What follows belongs to an exercise in optimizing a design on an open flow for small area; a production flow would make more cautious choices.
The RTL was checked by simulation tests, not by an equivalence proof against the original design.
The clock port is modelled as an ideal driver; clocking choices that lean on that would not hold on a real chip.
Power and IR drop assume default switching activity.

[flow/design.v]
module i2c_wrapper #(
    parameter ADDR_WIDTH = 8,
    parameter DATA_WIDTH = 32
)(
    input  logic                    pclk,
    input  logic                    presetn,
    input  logic [ADDR_WIDTH-1:0]   paddr,
    input  logic                    psel,
    input  logic                    penable,
    input  logic                    pwrite,
    input  logic [DATA_WIDTH-1:0]   pwdata,
    output logic [DATA_WIDTH-1:0]   prdata,
    output logic                    pready,
    output logic                    pslverr,
    input  logic                    sda_in,
    output logic                    sda_out,
    output wire                     scl
);
    wire a_ctl = (paddr == 8'h00);
    wire a_adr = (paddr == 8'h04);
    wire a_reg = (paddr == 8'h08);
    wire a_din = (paddr == 8'h0C);
    wire a_out = (paddr == 8'h10);
    wire a_sts = (paddr == 8'h14);
    wire a_ok  = a_ctl | a_adr | a_reg | a_din | a_out | a_sts;
    wire acc = psel & penable;
    wire wr  = acc & pwrite;
    assign pready  = acc;
    assign pslverr = acc & (~a_ok | (pwrite & (a_out | a_sts)));
    reg  [3:1]  ctrl;                  
    reg  [31:0] r_adr, r_reg, r_din;   
    reg  [31:0] r_out;                 
    reg         v_adr, v_reg, v_din, v_out;
    reg         st_err;                
    wire op   = ctrl[1];
    wire mode = ctrl[2];
    always @(posedge pclk or negedge presetn) begin
        if (!presetn) begin
            ctrl  <= 3'd0;
            v_adr <= 1'b0;
            v_reg <= 1'b0;
            v_din <= 1'b0;
        end else begin
            if (wr & a_ctl) ctrl[3:1] <= pwdata[3:1];
            if (wr & a_adr) v_adr <= 1'b1;
            if (wr & a_reg) v_reg <= 1'b1;
            if (wr & a_din) v_din <= 1'b1;
        end
    end
    always @(posedge pclk) begin
        if (wr & a_adr) r_adr <= pwdata;
        if (wr & a_reg) r_reg <= pwdata;
        if (wr & a_din) r_din <= pwdata;
    end
    localparam [3:0] IDLE = 4'd0,  START = 4'd1,  SLV  = 4'd2,  ACK_SA = 4'd3,
                     REG  = 4'd4,  ACK_RA = 4'd5, WRD  = 4'd6,  ACK_WR = 4'd7,
                     RDD  = 4'd8,  MACK = 4'd9,   MNACK = 4'd10, STOP = 4'd11,
                     ACK_N = 4'd12,    
                     STOP_E = 4'd14,   
                     PRE = 4'd13;      
    reg [3:0] state;
    reg [3:0] bitcnt;
    reg [1:0] byte_idx;
    reg [1:0] q;           
    reg [6:0] s;           
    reg       sda_t;
    reg [6:0] sa;          
    reg [7:0] sr;          
    reg [31:0] buf_q;      
    reg       sa_v, sr_v;
    wire busy = (state != IDLE) & (state != PRE);
    wire start_wr = wr & a_ctl & pwdata[0];
    wire term = s[6] & ~s[5] & s[4] & s[2] & s[0];    
    wire clk3 = (q == 2'd2) & term;
    wire clk4 = (q == 2'd3) & term;
    wire bit_last = bitcnt[3];
    always @(posedge pclk) begin
        if (!busy | (term & ~(((state == STOP) | (state == STOP_E)) & (q == 2'd3)))) s <= 7'd1;
        else              s <= {s[5:0], s[6] ^ s[5]};
        if (!busy)        q <= 2'd0;
        else if (term)    q <= q + 2'd1;
    end
    wire last_byte = mode ? (byte_idx == 2'd3) : (byte_idx == 2'd0);
    wire [1:0] tsel   = mode ? byte_idx : 2'd0;
    wire [2:0] bsel   = 3'd7 - bitcnt[2:0];
    wire tx_bit  = buf_q[{~tsel, 3'd7}];
    wire sa_bit  = (bitcnt[2:0] == 3'd7) ? op : (sa[bsel - 3'd1] & sa_v);
    wire sr_bit  = sr[bsel] & sr_v;
    wire sample = (state == RDD) & ~bit_last & clk3;
    wire rot    = (state == WRD) & ~bit_last & clk4;
    wire [3:0] sh;
    assign sh[0] = rot | (sample & (~mode | (byte_idx == 2'd3)));    
    assign sh[1] = rot | (sample & mode & (byte_idx == 2'd2));
    assign sh[2] = rot | (sample & mode & (byte_idx == 2'd1));
    assign sh[3] = rot | (sample & mode & (byte_idx == 2'd0));
    wire rd_enter = (state == ACK_RA) & clk4 & op;
    wire keep = busy & ~rd_enter;
    wire [31:0] prev;
    wire [31:0] buf_d;
    wire [3:0]  buf_en;
    genvar k;
    generate
        for (k = 0; k < 4; k = k + 1) begin : g_byte
            assign prev[8*k +: 8] = {buf_q[8*k +: 7], rot ? buf_q[8*k+7] : sda_in};
            assign buf_en[k] = ~busy | rd_enter | sh[k];
        end
    endgenerate
    assign buf_d = ({32{keep}} & prev) | ({32{~busy & v_din}} & r_din);
    integer i;
    always @(posedge pclk) begin
        for (i = 0; i < 4; i = i + 1)
            if (buf_en[i]) buf_q[8*i +: 8] <= buf_d[8*i +: 8];
        if (!busy) begin
            sa    <= r_adr[6:0];
            sr    <= r_reg[7:0];
            sa_v  <= v_adr;
            sr_v  <= v_reg;
        end
    end
    always @(posedge pclk or negedge presetn) begin
        if (!presetn) begin
            state    <= IDLE;
            sda_t    <= 1'b1;
            v_out    <= 1'b0;
        end else begin
            case (state)
            IDLE, PRE: begin
                sda_t   <= 1'b1;
                state   <= (state == PRE) ? START : start_wr ? PRE : IDLE;
            end
            START: begin
                sda_t  <= ~q[1];
                if (clk4) state <= SLV;
            end
            SLV, REG, WRD: begin
                if (!bit_last) begin
                    if (q == 2'd1)
                        sda_t <= (state == SLV) ? sa_bit : (state == REG) ? sr_bit : tx_bit;
                end else begin
                    state  <= state + 4'd1;
                end
            end
            ACK_SA, ACK_RA, ACK_WR: begin
                if (clk3 & sda_in) state <= ACK_N;
                if (clk4) begin
                    if (state == ACK_SA) begin
                        state <= REG;
                    end else if (state == ACK_RA) begin
                        state <= op ? RDD : WRD;
                    end else begin
                        if (last_byte) state <= STOP;
                        else state <= WRD;
                    end
                end
            end
            ACK_N: begin
                if (clk4) begin
                    state   <= STOP_E;
                end
            end
            RDD: begin
                if (!bit_last) begin
                end else begin
                    state  <= last_byte ? MNACK : MACK;
                end
            end
            MACK: begin
                sda_t  <= 1'b0;
                if (clk4) begin
                    state    <= RDD;
                end
            end
            MNACK: begin
                sda_t  <= ~clk4;
                if (clk4) begin
                    v_out <= 1'b1;
                    state <= STOP;
                end
            end
            STOP, STOP_E: begin
                sda_t  <= q[1];
                if (clk4) state <= start_wr ? PRE : IDLE;
            end
            default: state <= IDLE;
            endcase
        end
    end
    wire idle_like = ~busy;
    wire in_data   = (state == SLV) | (state == REG) | (state == WRD) | (state == RDD);
    wire bc_inc    = in_data & ~bit_last & clk4;
    wire bc_clr    = idle_like | (in_data & bit_last);
    wire bi_inc    = ((state == ACK_WR) & clk4 & ~last_byte) | ((state == MACK) & clk4);
    always @(posedge pclk) begin
        bitcnt   <= (bitcnt + {3'd0, bc_inc}) & {4{~bc_clr}};
        byte_idx <= (byte_idx + {1'b0, bi_inc}) & {2{~idle_like}};
    end
    always @(posedge pclk) begin
        if ((state == MNACK) & clk4) r_out <= buf_q;
        st_err  <= (state == STOP_E) | (st_err & ~busy & s[1]);
    end
    wire s_first = (s == 7'd1);
    assign scl = ~busy | (state == START) |
                 ((state == STOP) | (state == STOP_E) ? (q[1] | (q[0] & ~s_first))
                                  : (q[1] & (q[0] | ~s_first)));
    wire first  = (q == 2'd0) & s_first;
    wire sda_en = ~(~busy | (state == ACK_SA) | (state == ACK_RA) |
                    (state == ACK_WR) | (state == ACK_N) | (state == RDD) |
                    ((state == START) & first));
    assign sda_out = ~sda_en | sda_t;
    wire st_busy = busy ? ~((state == START) & first) : s[1];
    wire s_adr = a_adr & v_adr;
    wire s_reg = a_reg & v_reg;
    wire s_din = a_din & v_din;
    wire s_out = a_out & v_out;
    assign prdata = ({32{s_adr}} & r_adr) | ({32{s_reg}} & r_reg) |
                    ({32{s_din}} & r_din) | ({32{s_out}} & r_out) |
                    {28'd0, {3{a_ctl}} & ctrl, 1'b0} | {30'd0, {2{a_sts}} & {st_err, st_busy}};
endmodule
[flow/flow/run.sh]
#!/bin/bash
# Layout flow: the standard flow (standard.sh) with these changes.
#  1. After the standard synthesis, the combinational cells are mapped again
#     by ABC with area-oriented scripts (flow/area*.abc); the smallest result
#     is kept. The flip-flops are black boxes in that step, so every register
#     keeps its instance name and cell type from the standard synthesis.
#  2. The ports are buffered with sky130_fd_sc_hd__buf_1.
#  3. The clock tree is built by flow/clock_tree.tcl (two balanced buffer
#     levels: one root buffer fed by the clock port, one leaf buffer per
#     group of nearby flip-flops), sourced at the start of ORFS's CTS step;
#     TritonCTS is then pointed at the clock port net only, which now has a
#     single sink, so it adds nothing. The rest of the CTS step (placement
#     legalisation, timing repair) runs as usual.
# Each tool's output goes to a log file of its own in this folder.
set -euo pipefail
LIB=$FLOW_HOME/platforms/sky130hd/lib/sky130_fd_sc_hd__tt_025C_1v80.lib
R=orfs/results/sky130hd/i2c_wrapper/base
DU=$(grep -A40 "DONT_USE_CELLS +=" $FLOW_HOME/platforms/sky130hd/config.mk | grep -oE "sky130_fd_sc_hd__[a-z0-9_]+" | sed 's/^/-dont_use /' | tr '\n' ' ')
export CLK_PORT=$(sed -n 's/.*create_clock.*get_ports {*\([A-Za-z0-9_]*\)}*.*/\1/p' constraint.sdc | head -1)

bash standard.sh synth > 1_standard_synth.log 2>&1
cp $R/1_2_yosys.v std_synth.v
python3 flow/comb_lib.py $LIB comb.lib > 2_comb_lib.log 2>&1
best=""
best_area=""
for s in flow/area*.abc; do
  n=$(basename $s .abc)
  yosys -p "read_liberty comb.lib; read_liberty -lib -nooverwrite $LIB; \
    read_verilog std_synth.v; hierarchy -check -top $FLOW_TOP; flatten; rename -hide w:*.*; \
    hierarchy -top $FLOW_TOP; read_liberty -lib -nooverwrite $LIB; opt -purge; \
    abc -liberty $LIB $DU -script $s; opt_clean -purge; \
    setundef -zero; \
    hilomap -singleton -hicell sky130_fd_sc_hd__conb_1 HI -locell sky130_fd_sc_hd__conb_1 LO; \
    insbuf -buf sky130_fd_sc_hd__buf_4 A X; opt_clean -purge; \
    check -assert -mapped; tee -o reabc_$n.stat stat -liberty $LIB; \
    write_verilog -noattr -nohex -nodec reabc_$n.v" > 3_reabc_yosys_$n.log 2>&1
  a=$(sed -n "s/.*Chip area for module .*: \([0-9.]*\).*/\1/p" reabc_$n.stat | tail -1)
  echo "$n $a" >> 3_reabc_areas.txt
  if [[ -z "$best" ]] || awk -v a="$a" -v b="$best_area" 'BEGIN { exit !(a < b) }'; then
    best=$n
    best_area=$a
  fi
done
echo "kept $best $best_area" >> 3_reabc_areas.txt
cp reabc_$best.v reabc.v
cp reabc.v $R/1_2_yosys.v
bash standard.sh 'BUFFER_PORTS_ARGS=-buffer_cell sky130_fd_sc_hd__buf_1' \
  "PRE_CTS_TCL=$PWD/flow/clock_tree.tcl" \
  "CTS_ARGS=-clk_nets $CLK_PORT -buf_list sky130_fd_sc_hd__clkbuf_4" \
  finish > 4_standard_finish.log 2>&1
[flow/flow/area1.abc]
&get -n
&st
&dc2
&dch -f
&nf -R 1000 -p -a
&put
topo
dnsize
[flow/flow/area2.abc]
&get -n
&st
&dc2
&dch -f
&nf -R 1000 -p -a
&st
&dc2
&dch -f
&nf -R 1000 -p -a
&put
topo
dnsize
[flow/flow/area3.abc]
&get -n
&st
&dc2
&dch -f
&nf -R 1000 -p -a -C 32 -F 8 -A 8
&put
topo
dnsize
[flow/flow/area4.abc]
&get -n
&st
&dc2
&dch -f
&nf -R 1000 -p -a -E 10
&put
topo
dnsize
[flow/flow/area5.abc]
&get -n
&st
&dch -f
&nf -R 1000 -p
&put
topo
dnsize
[flow/flow/area6.abc]
&get -n
&st
&syn2
&dc2
&dch -f
&nf -R 1000 -p -a -F 8 -A 8
&put
topo
dnsize
[flow/flow/area7.abc]
&get -n
&st
&dc2
&dch -f
&nf -R 1000 -p -a
&st
&dc2
&dch -f
&nf -R 1000 -p -a
&st
&dc2
&dch -f
&nf -R 1000 -p -a -C 32
&put
topo
dnsize
[flow/flow/area8.abc]
&get -n
&st
&b
&dc2
&dch -f
&nf -R 1000 -p -a
&st
&dc2
&dch -f
&nf -R 1000 -p -a
&put
topo
dnsize
[flow/flow/clock_tree.tcl]
# Builds the clock tree by hand before ORFS's CTS step (sourced as
# PRE_CTS_TCL): the flip-flops are split into groups of at most
# CLK_GROUP by recursive median cuts of their placement, each group gets
# one leaf buffer at its centre, and one root buffer at the centre of the
# leaf buffers is driven by the clock port. Every flip-flop sees the same
# two buffer levels. A group whose estimated load (pins plus half-perimeter
# wire) is large gets the stronger leaf buffer, to keep its clock slew low.
set leaf_cell sky130_fd_sc_hd__clkbuf_4
set root_cell sky130_fd_sc_hd__clkbuf_16
set group_max 12
set big_leaf_cell sky130_fd_sc_hd__clkbuf_8
# estimated leaf load in fF: 1.75 per clock pin + 0.3 per um of half-perimeter
set big_load_ff 36.5
if { [info exists ::env(CLK_GROUP)] } { set group_max $::env(CLK_GROUP) }
if { [info exists ::env(CLK_LEAF)] } { set leaf_cell $::env(CLK_LEAF) }
if { [info exists ::env(CLK_ROOT)] } { set root_cell $::env(CLK_ROOT) }

set db [ord::get_db]
set block [ord::get_db_block]
set clk_net [$block findNet $::env(CLK_PORT)]

set pts {}
foreach it [$clk_net getITerms] {
  set inst [$it getInst]
  set bb [$inst getBBox]
  set x [expr { ([$bb xMin] + [$bb xMax]) / 2 }]
  set y [expr { ([$bb yMin] + [$bb yMax]) / 2 }]
  lappend pts [list $x $y $it]
}
puts "clock_tree: [llength $pts] clock sinks"

proc split_groups { pts gmax } {
  set n [llength $pts]
  set g [expr { int(ceil(double($n) / $gmax)) }]
  if { $g <= 1 } { return [list $pts] }
  set xs [lmap p $pts { lindex $p 0 }]
  set ys [lmap p $pts { lindex $p 1 }]
  set dx [expr { [tcl::mathfunc::max {*}$xs] - [tcl::mathfunc::min {*}$xs] }]
  set dy [expr { [tcl::mathfunc::max {*}$ys] - [tcl::mathfunc::min {*}$ys] }]
  set k [expr { $dx >= $dy ? 0 : 1 }]
  set s [lsort -integer -index $k $pts]
  set g1 [expr { $g / 2 }]
  set n1 [expr { int(round(double($n) * $g1 / $g)) }]
  return [concat [split_groups [lrange $s 0 [expr { $n1 - 1 }]] $gmax] \
                 [split_groups [lrange $s $n1 end] $gmax]]
}

set groups [split_groups $pts $group_max]
puts "clock_tree: [llength $groups] groups"

set leaf_master [$db findMaster $leaf_cell]
set big_master [$db findMaster $big_leaf_cell]
set dbu [$block getDbUnitsPerMicron]
set nbig 0
set root_master [$db findMaster $root_cell]
set root [odb::dbInst_create $block $root_master clk_root_buf]
set root_net [odb::dbNet_create $block clk_root_net]
$root_net setSigType CLOCK
[$root findITerm X] connect $root_net

set i 0
set sx 0
set sy 0
foreach grp $groups {
  set xs [lmap p $grp { lindex $p 0 }]
  set ys [lmap p $grp { lindex $p 1 }]
  set hp [expr { double([tcl::mathfunc::max {*}$xs] - [tcl::mathfunc::min {*}$xs] + \
                        [tcl::mathfunc::max {*}$ys] - [tcl::mathfunc::min {*}$ys]) / $dbu }]
  set load [expr { 1.75 * [llength $grp] + 0.3 * $hp }]
  if { $load > $big_load_ff } {
    set m $big_master
    incr nbig
  } else {
    set m $leaf_master
  }
  set leaf [odb::dbInst_create $block $m clk_leaf_buf_$i]
  set net [odb::dbNet_create $block clk_leaf_net_$i]
  $net setSigType CLOCK
  set cx 0
  set cy 0
  foreach p $grp {
    set it [lindex $p 2]
    $it disconnect
    $it connect $net
    set cx [expr { $cx + [lindex $p 0] }]
    set cy [expr { $cy + [lindex $p 1] }]
  }
  set cx [expr { $cx / [llength $grp] }]
  set cy [expr { $cy / [llength $grp] }]
  [$leaf findITerm X] connect $net
  [$leaf findITerm A] connect $root_net
  $leaf setLocation $cx $cy
  $leaf setPlacementStatus PLACED
  set sx [expr { $sx + $cx }]
  set sy [expr { $sy + $cy }]
  incr i
}
[$root findITerm A] connect $clk_net
$root setLocation [expr { $sx / $i }] [expr { $sy / $i }]
$root setPlacementStatus PLACED
global_connect
detailed_placement
puts "clock_tree: $i leaf buffers ($nbig of them $big_leaf_cell, the rest $leaf_cell), root $root_cell"
[flow/flow/comb_lib.py]
# Writes a copy of a liberty file that keeps only the combinational cells
# (no ff, latch or statetable groups), so that yosys can read their functions
# while the sequential cells stay black boxes.
import re, sys
txt = open(sys.argv[1]).read()
starts = [m.start() for m in re.finditer(r'\n\s*cell \(', txt)]
head = txt[:starts[0]]
starts.append(txt.rindex('}'))
keep = []
for a, b in zip(starts, starts[1:]):
    seg = txt[a:b]
    if re.search(r'\b(ff|latch|statetable)\s*\(', seg):
        continue
    keep.append(seg)
open(sys.argv[2], 'w').write(head + ''.join(keep) + '\n}\n')
[flow/standard.sh]
#!/bin/bash
# synth_recipe.tcl (not shown) runs the flow's synth.tcl, then flattens the netlist and writes it again
# the make line also repeats each setting of config.mk as NAME=value (left out here)
make -C /OpenROAD-flow-scripts/flow DESIGN_CONFIG=/design/flow/config.mk WORK_HOME=/design/flow/orfs CLKGATE_MAP_FILE= SYNTH_SCRIPT=/design/flow/synth_recipe.tcl "${@:-finish}"
[flow/config.mk]
export PLATFORM = sky130hd
export DESIGN_NAME = i2c_wrapper
export DESIGN_NICKNAME = i2c_wrapper
export VERILOG_FILES = /design/flow/design.v
export SDC_FILE = /design/flow/constraint.sdc
export NUM_CORES = 4
export LEC_CHECK = 0
export CAP_MARGIN = 0
export CORE_MARGIN = 2
export CORE_UTILIZATION = 70
export SLEW_MARGIN = 0
[flow/constraint.sdc]
create_clock -name core_clock -period 10.0 [get_ports {pclk}]
set_input_delay 2.0000 -clock core_clock [delete_from_list [all_inputs] [get_ports {pclk}]]
set_output_delay 2.0000 -clock core_clock [all_outputs]
set_load 0.01 [all_outputs]
==> reports/results.txt, run 1 <==
Status: finished clean
Gate power share: 19.5%
# rows: 38
Post-Syn Area: 7960 um2
Die width: 111 um
Clock skew: 0.0221 ns
DR WL/cell: 22.6 um
Pwr Density: 213 nW/um2
Final Wtd Congestion: 0.896
Post-CTS setup buffers: 0
Drt pass-1 iters: 7
Critical path type: input port to output pin
Worst EP arrival: 4.85 ns
Setup TNS: 0 ns
Finished Layout Cells: 798
Int Pwr: 1.31 mW
Max cap viols: 0
Yosys warns: 1
Final Max Tran Viols: 0
Switching Share: 29.4%
Total power: 1.86 mW
Initial DRC count: 800
Critical Path Sink Type: output pin
Tightest Pin Transition: 1.12 ns
Detailed-route wire length: 18000 um
Fmax: 146 MHz
Final hold vios: 0
CP required: 8.00 ns
Fin nets: 706
RSZ-0062 raised after global routing: no
Sequential power share: 62.3%
Initial antenna violation count: 0
Post-cts sizing count: 0
Fraction of layout cells with a size suffix above 1: 6.23%
Number of global-route vias before repair: 5489
Syn_nets: 593
Crit-path cells: buf_1 -> nor3_1 -> nor4b_1 -> nand2_1 -> nor3b_2 -> buf_4 -> a222oi_1 -> nand2_1 -> buf_1
Cells after synthesis: 547
Slowest CP cell: nor3b_2
Post-placement cell count: 779
Starting Density: 72.5%
Static leakage: 2.99 nW
CP max stage delay: 0.87 ns
Die footprint: 12200 um2
Hold Slack: 0.465 ns
Final Critical Period: 6.85 ns
Final setup viols: 0
Max_slew headroom: 25.4%
Largest net degree at the start of global routing: 34
Detailed-route vias per instance: 6.74
Commonest non-fill, non-tap cell in the layout: edfxtp_1
Max VDD drop: 0.000158 V
Vias: 5381
Post-CTS Hold Fix Bufs: 0
Total gr overflow: 0
First-pass GRT wire length: 28200 um
Number of fill cells: 608
Switching power: 0.548 mW
Hpwl dp: 11500 um
Layout overhead on the synthesized area: 9.71%
Antenna Nets Post-Route: 0
Port Buf Inserts: 81
Max FO, Critical Path: 20
Syn avg cell area: 14.6 um2
GRT Total Usage: 28.9%
Die height: 111 um
Min-delay worst type: flop to flop
CORE AREA: 11000 um2
I/O pin cnt: 82
Clock-pin transition on the worst setup and hold timing paths: 0.11 ns
Startpoint Class: input port
DRC Markers: 0
Most frequent cells in the layout: 177 x edfxtp_1, 99 x nand2_1, 81 x buf_1
Antenna cells: 0
Worst skew pair latency: 0.40 ns
Clock power share: 18.2%
Fin crit share: 68.5%
==> per-stage QoR <==
stage | worst slack [ns] | area (um2) | util [%]
floorplan | 2.82 | 7960 | -
global placement | 3.41 | 8570 | 78.0
detailed placement | 3.15 | 8570 | 78.0
CTS | 3.14 | 8730 | 79.5
global route | 2.90 | 8730 | 79.5
finish | 3.15 | 8730 | 79.5
==> worst max-delay path: cells and delay by family <==
kind | cells | cell delay, ns
AND/OR/NAND/NOR | 5 | 2.04
buffers and inverters | 3 | 0.65
AO/OA/AOI/OAI | 1 | 0.17
==> power groups by stage <==
| stage | clock network (mW) | logic (mW) | registers (mW) |
|---|---|---|---|
| 2_1_floorplan | 0 | 0.256 | 1.14 |
| 3_3_place_gp | 0 | 0.346 | 1.17 |
| 3_5_place_dp | 0 | 0.359 | 1.18 |
| 4_1_cts | 0.244 | 0.362 | 1.18 |
| 5_1_grt | 0.371 | 0.402 | 1.17 |
| 6_report | 0.338 | 0.363 | 1.16 |
==> area by class of cell <==
cell class                 instances  area, um2  area share [%]
sequential                       205       5940            68.0
multi-input combinational        337       2050            23.5
timing repair buffer              92        387            4.43
tap                              140        175            2.01
buffer                            19        166            1.91
inverter                           5       18.8           0.215
==> metal layers <==
metal	routed length (um)	share of wire (%)	track usage [%]
met5	0	0	0
met4	374	2.1	8.25
met3	1760	9.8	3.18
met2	9130	51	50.6
met1	6770	38	39.0
==> final timing paths <==
check | start | end | slack, ns | cells after the start
worst max-delay path | paddr[6] | prdata[17] | 3.15 | 9
worst min-delay path | r_reg[1] | sr[1] | 0.47 | 0
worst max register to register | state[1] | buf_q[29] | 5.89 | 7
worst min register to register | r_reg[1] | sr[1] | 0.47 | 0
max in group asynchronous | presetn | state[0] | 7.82 | 1
min in group asynchronous | presetn | v_adr | 1.66 | 1
==> inputs of run 2 (changes only) <==
--- a/flow/flow/clock_tree.tcl
+++ b/flow/flow/clock_tree.tcl
@@ -6,7 +6,7 @@
 # two buffer levels. A group whose estimated load (pins plus half-perimeter
 # wire) is large gets the stronger leaf buffer, to keep its clock slew low.
 set leaf_cell sky130_fd_sc_hd__clkbuf_4
-set root_cell sky130_fd_sc_hd__clkbuf_16
+set root_cell sky130_fd_sc_hd__clkbuf_8
 set group_max 12
 set big_leaf_cell sky130_fd_sc_hd__clkbuf_8
 # estimated leaf load in fF: 1.75 per clock pin + 0.3 per um of half-perimeter
==> reports/results.txt, run 2 <==
Status: finished clean
Number of global-route vias before repair: 5485 (-0.073%)
Syn_nets: 593 (unchanged)
Drt pass-1 iters: 7 (unchanged)
Die height: 111 um (unchanged)
Antenna cells: 0 (unchanged)
Fin crit share: 68.2% (-0.26 points)
Max FO, Critical Path: 20 (unchanged)
GRT Total Usage: 28.8% (about the same)
Die width: 111 um (unchanged)
Slowest CP cell: nor3b_2
Int Pwr: 1.30 mW (-0.78%)
First-pass GRT wire length: 28100 um (-0.15%)
Critical path type: input port to output pin
Hpwl dp: 11500 um (unchanged)
Fmax: 147 MHz (+0.39%)
Clock skew: 0.0267 ns (+0.00463 ns)
Worst r2r path cells: 7 (unchanged)
DRC Markers: 0 (unchanged)
Gate power share: 19.7% (+0.2 points)
Post-Syn Area: 7960 um2 (unchanged)
I/O pin cnt: 82 (unchanged)
Detailed-route wire length: 18000 um (-0.24%)
Tightest Pin Transition: 1.12 ns (+0.00633 ns)
RSZ-0062 raised after global routing: no
Pwr Density: 212 nW/um2 (-0.43%)
Syn avg cell area: 14.6 um2 (unchanged)
Worst Hold Launch: v_reg
Final setup viols: 0 (unchanged)
Largest net degree at the start of global routing: 34 (unchanged)
Post-CTS setup buffers: 0 (unchanged)
R2r startpoint: state[1]
CP top delay family: simple AND/OR/NAND/NOR gates
Critical Path Sink Type: output pin
Vias: 5347 (-0.63%)
Port Buf Inserts: 81 (unchanged)
Hold depth: 0 (unchanged)
CORE AREA: 11000 um2 (unchanged)
Layout overhead on the synthesized area: 9.57%
Antenna Nets Post-Route: 0 (unchanged)
# rows: 38 (unchanged)
Startpoint Class: input port
Max_slew headroom: 25.0% (-0.42 points)
Total power: 1.85 mW (-0.56%)
Initial DRC count: 689 (-14%)
Total gr overflow: 0 (unchanged)
Cells after synthesis: 547 (unchanged)
Setup TNS: 0 ns (unchanged)
Reg2Reg Capture Point: buf_q[29]
Min-delay worst type: flop to flop
Die footprint: 12200 um2 (unchanged)
Commonest non-fill, non-tap cell in the layout: edfxtp_1
CP max stage delay: 0.84 ns (-0.03 ns)
Clock-pin transition on the worst setup and hold timing paths: 0.12 ns (about the same)
Detailed-route vias per instance: 6.70 (-0.63%)
Worst Setup EP: prdata[17]
Clock power share: 17.7% (-0.5 points)
Crit path from: paddr[6]
Starting Density: 72.5% (unchanged)
Crit path depth: 9 (unchanged)
Final Max Tran Viols: 0 (unchanged)
Worst skew pair latency: 0.47 ns (+0.07 ns)
Most frequent cells in the layout: 177 x edfxtp_1, 99 x nand2_1, 81 x buf_1
DR WL/cell: 22.6 um (-0.24%)
Final Wtd Congestion: 0.896 (unchanged)
Flop-to-flop setup slack: 5.87 ns (-0.02 ns)
CP required: 8.00 ns (about the same)
Static leakage: 2.98 nW (-0.17%)
Max VDD drop: 0.000158 V (about the same)
Yosys warns: 1 (unchanged)
Post-cts sizing count: 0 (unchanged)
Fin nets: 706 (unchanged)
Buf/Inv on CP: 3 (unchanged)
Initial antenna violation count: 0 (unchanged)
Final Core Density: 79.4% (-0.10 points)
Final Critical Period: 6.82 ns (-0.0265 ns)
Switching power: 0.548 mW (about the same)
Max cap viols: 0 (unchanged)
Worst EP arrival: 4.82 ns (-0.03 ns)
Switching Share: 29.6% (+0.16 points)
Crit-path cells: buf_1 -> nor3_1 -> nor4b_1 -> nand2_1 -> nor3b_2 -> buf_4 -> a222oi_1 -> nand2_1 -> buf_1
Fraction of layout cells with a size suffix above 1: 6.23% (unchanged)
Post-CTS Hold Fix Bufs: 0 (unchanged)
Sequential power share: 62.6% (+0.3 points)
Final hold vios: 0 (unchanged)
run 2: changes by cell type in the layout (fill, tap and decap cells not counted):
cell / previous run / this run
clkbuf_8: 1 / 2
clkbuf_16: 1 / 0
run 2: cell type report:
| cell class | count | area, um2 |
|---|---|---|
| timing repair buffer | 92 | 387 |
| sequential | 205 | 5940 |
| buffer | 19 | 155 |
| tap | 140 | 175 |
| inverter | 5 | 18.8 |
| fill | 609 | 2260 |
| multi-input combinational | 337 | 2050 |
run 2: how the worst min path moves through the flow:
stage | end | slack (ns)
floorplan | sr[4] | 0.43
global placement | sr[3] | 0.43
detailed placement | r_out[30] | 0.44
CTS | r_out[30] | 0.44
global route | sr_v | 0.47
finish | sr_v | 0.46
run 2: power by group through the flow:
stage | Clock (mW) | Sequential (mW) | Combinational (mW)
finish | 0.328 | 1.16 | 0.364
global route | 0.361 | 1.17 | 0.403
global placement | 0 | 1.17 | 0.346
CTS | 0.236 | 1.18 | 0.362
detailed placement | 0 | 1.18 | 0.359
floorplan | 0 | 1.14 | 0.256
run 2: routing by layer:
| metal | track usage [%] | wire (um) | vias to the layer above |
|---|---|---|---|
| met1 | 38.9 | 6840 | 2590 |
| met2 | 50.3 | 9240 | 319 |
| met3 | 3.29 | 1610 | 28 |
| met5 | 0 | 0 | - |
| li1 | - | - | 2410 |
| met4 | 8.50 | 309 | 0 |
run 2: stage by stage:
stage | instances | area, um2 | hold WS [ns] | setup slack, ns
after floorplan | 547 | 7960 | 0.425 | 2.82
after global placement | 779 | 8570 | 0.434 | 3.41
after detailed placement | 779 | 8570 | 0.437 | 3.15
after CTS | 798 | 8720 | 0.437 | 3.14
after global routing | 798 | 8720 | 0.471 | 2.90
final | 798 | 8720 | 0.460 | 3.18
==> inputs of run 3 (changes only) <==
--- a/flow/config.mk
+++ b/flow/config.mk
@@ -7,5 +7,5 @@
 export LEC_CHECK = 0
 export CAP_MARGIN = 0
 export CORE_MARGIN = 2
-export CORE_UTILIZATION = 70
+export CORE_UTILIZATION = 65
 export SLEW_MARGIN = 0
==> reports/results.txt, run 3 <==
Commonest non-fill, non-tap cell in the layout: edfxtp_1
I/O pin cnt: 82 (unchanged)
# rows: 40 (+5.3%)
Crit-path cells: buf_1 -> nor3_1 -> nor4b_1 -> nor2b_1 -> and3_1 -> buf_4 -> a222oi_1 -> nand2_1 -> buf_1
DP Worst Slack: 3.79 ns (+0.646 ns)
Cells after synthesis: 547 (unchanged)
Max FO, Critical Path: 32 (+60%)
Detailed-route wire length: 17500 um (-2.9%)
Clock-pin transition on the worst setup and hold timing paths: 0.12 ns (about the same)
Critical Path Sink Type: output pin
Starting Density: 66.6% (-5.9 points)
Worst r2r path cells: 6 (-1)
CP required: 8.00 ns (about the same)
Vias: 5259 (-1.6%)
Slowest CP cell: nor4b_1
Fin nets: 705 (-0.14%)
Routed metal-1 wirelength: 7280 um (+6.4%)
Largest net degree at the start of global routing: 34 (unchanged)
Die height: 115 um (+3.6%)
Most frequent cells in the layout: 177 x edfxtp_1, 99 x nand2_1, 81 x buf_1
Met2 wire len: 8370 um (-9.4%)
Fin crit share: 63.3% (-4.9 points)
Clock power share: 18.0% (+0.3 points)
Hpwl dp: 10700 um (-6.6%)
DRC Markers: 0 (unchanged)
Top cell by count, worst path: buf_1
Yosys warns: 1 (unchanged)
Post-Syn Area: 7960 um2 (unchanged)
Worst Hold Launch: r_reg[1]
Initial antenna violation count: 0 (unchanged)
CP top delay family: simple AND/OR/NAND/NOR gates
Post-CTS setup buffers: 0 (unchanged)
Sequential power share: 62.9% (+0.3 points)
Int Pwr: 1.30 mW (-0.19%)
Top Metal Used: met4
CORE AREA: 12000 um2 (+8.9%)
Die footprint: 13100 um2 (+7.4%)
Worst EP arrival: 4.33 ns (-0.49 ns)
Hold Slack: 0.446 ns (-0.0145 ns)
Fmax: 158 MHz (+7.7%)
Critical path type: input port to output pin
Final Critical Period: 6.33 ns (-0.490 ns)
Min-delay worst type: flop to flop
Status: finished clean
Final setup viols: 0 (unchanged)
Pwr Density: 212 nW/um2 (-0.39%)
CP max stage delay: 0.58 ns (-0.26 ns)
Setup TNS: 0 ns (unchanged)
RSZ-0062 raised after global routing: no
Final Max Tran Viols: 0 (unchanged)
Max_slew headroom: 22.6% (-2.3 points)
Antenna cells: 0 (unchanged)
Max VDD drop: 0.000102 V (-36%)
Antenna Nets Post-Route: 0 (unchanged)
Gate power share: 19.1% (-0.6 points)
Initial DRC count: 726 (+5.4%)
Port Buf Inserts: 81 (unchanged)
Switching power: 0.544 mW (-0.80%)
Final Wtd Congestion: 0.889 (-0.74%)
Post-CTS Hold Fix Bufs: 0 (unchanged)
GRT Total Usage: 26.9% (-1.9 points)
Buf/Inv on CP: 3 (unchanged)
Flop-to-flop setup slack: 6.24 ns (+0.37 ns)
Clock skew: 0.0262 ns (-0.000535 ns)
Crit path depth: 9 (unchanged)
Syn_nets: 593 (unchanged)
Layout overhead on the synthesized area: 9.59% (about the same)
Switching Share: 29.5% (-0.13 points)
Hold EP: sr[1]
Startpoint Class: input port
Die width: 115 um (+3.6%)
Tightest Pin Transition: 1.15 ns (+0.0256 ns)
Drt pass-1 iters: 6 (-1)
Static leakage: 2.98 nW (-0.18%)
Number of global-route vias before repair: 5116 (-6.7%)
Final worst slack: 3.67 ns (+0.490 ns)
Detailed-route vias per instance: 6.54 (-2.4%)
Reg2Reg Capture Point: buf_q[12]
Worst skew pair latency: 0.48 ns (about the same)
DR WL/cell: 21.7 um (-3.6%)
Total gr overflow: 0 (unchanged)
Syn avg cell area: 14.6 um2 (unchanged)
Hold depth: 0 (unchanged)
Fraction of layout cells with a size suffix above 1: 6.09% (-0.14 points)
R2r startpoint: state[1]
Final hold vios: 0 (unchanged)
Post-cts sizing count: 0 (unchanged)
Max cap viols: 0 (unchanged)
Metal3 WL: 1590 um (-1.1%)
First-pass GRT wire length: 27300 um (-2.9%)
run 3: cell types whose count changed in the layout (fill, tap and decap cells not counted), sizes merged:
cell,delta
buf,-1
run 3: per-stage QoR:
step | utilization (%) | std cells | total power, mW | area (um2)
after floorplan | - | 547 | 1.40 | 7960
after global placement | 71.6 | 785 | 1.52 | 8570
after detailed placement | 71.6 | 785 | 1.52 | 8570
after CTS | 72.9 | 804 | 1.76 | 8720
after global routing | 72.9 | 804 | 1.93 | 8720
final | 72.9 | 804 | 1.85 | 8720
run 3: area by class of cell:
class | instances | area (um2)
Buffer | 19 | 155
Tap cell | 147 | 184
Multi-Input combinational cell | 337 | 2050
Fill cell | 813 | 3240
Inverter | 5 | 18.8
Sequential cell | 205 | 5940
Timing Repair Buffer | 91 | 379
run 3: metal layers:
layer,vias to the layer above,GRT usage [%]
li1,2413,-
met1,2557,41.0
met2,267,42.7
met3,22,3.23
met4,0,5.77
met5,-,0
run 3: worst max path at each step:
| stage | from | end | slack (ns) |
|---|---|---|---|
| after detailed placement | paddr[6] | prdata[18] | 3.79 |
| final | paddr[6] | prdata[23] | 3.67 |
| after global placement | paddr[6] | prdata[2] | 3.91 |
| after floorplan | paddr[6] | prdata[17] | 2.82 |
| after CTS | paddr[6] | prdata[18] | 3.77 |
| after global routing | paddr[6] | prdata[3] | 3.49 |
run 3: power groups by stage:
stage | combinational (mW) | clock [mW] | sequential [mW]
after detailed placement | 0.349 | 0 | 1.18
after global routing | 0.394 | 0.364 | 1.17
after floorplan | 0.256 | 0 | 1.14
after global placement | 0.343 | 0 | 1.18
final | 0.352 | 0.333 | 1.16
after CTS | 0.351 | 0.236 | 1.18

-- afterwards: timing with drivers on the ports --
Ports are ideal in the flow. The routed layouts listed here were re-timed in OpenROAD. Step 1, drivers: a clkbuf_16 drives pclk and a buf_2 each remaining input, both assumed. Step 2 moves the port delays by t, midway between the first and last clock arrival at a register: inputs arrive t later, outputs are due t later. That takes back most of the time a late clock gives input paths. Three values: ideal, step 1, step 2; two values: the first two.
run	t (ns)	slack for setup (ns)	hold slack, ns	worst data-port slew with drivers (ns)
run 1	0.425	3.150 / 3.130 / 3.130	0.465 / 0.465 / 0.465	0.05
run 2	0.494	3.176 / 3.156 / 3.156	0.460 / 0.460 / 0.460	0.05
run 3	0.507	3.666 / 3.645 / 3.645	0.446 / 0.446 / 0.446	0.05
After both steps every run listed still meets setup and hold. The setup slack of run 3, which loses most, moves by -0.021 ns with the drivers and by -0.021 ns with both steps.
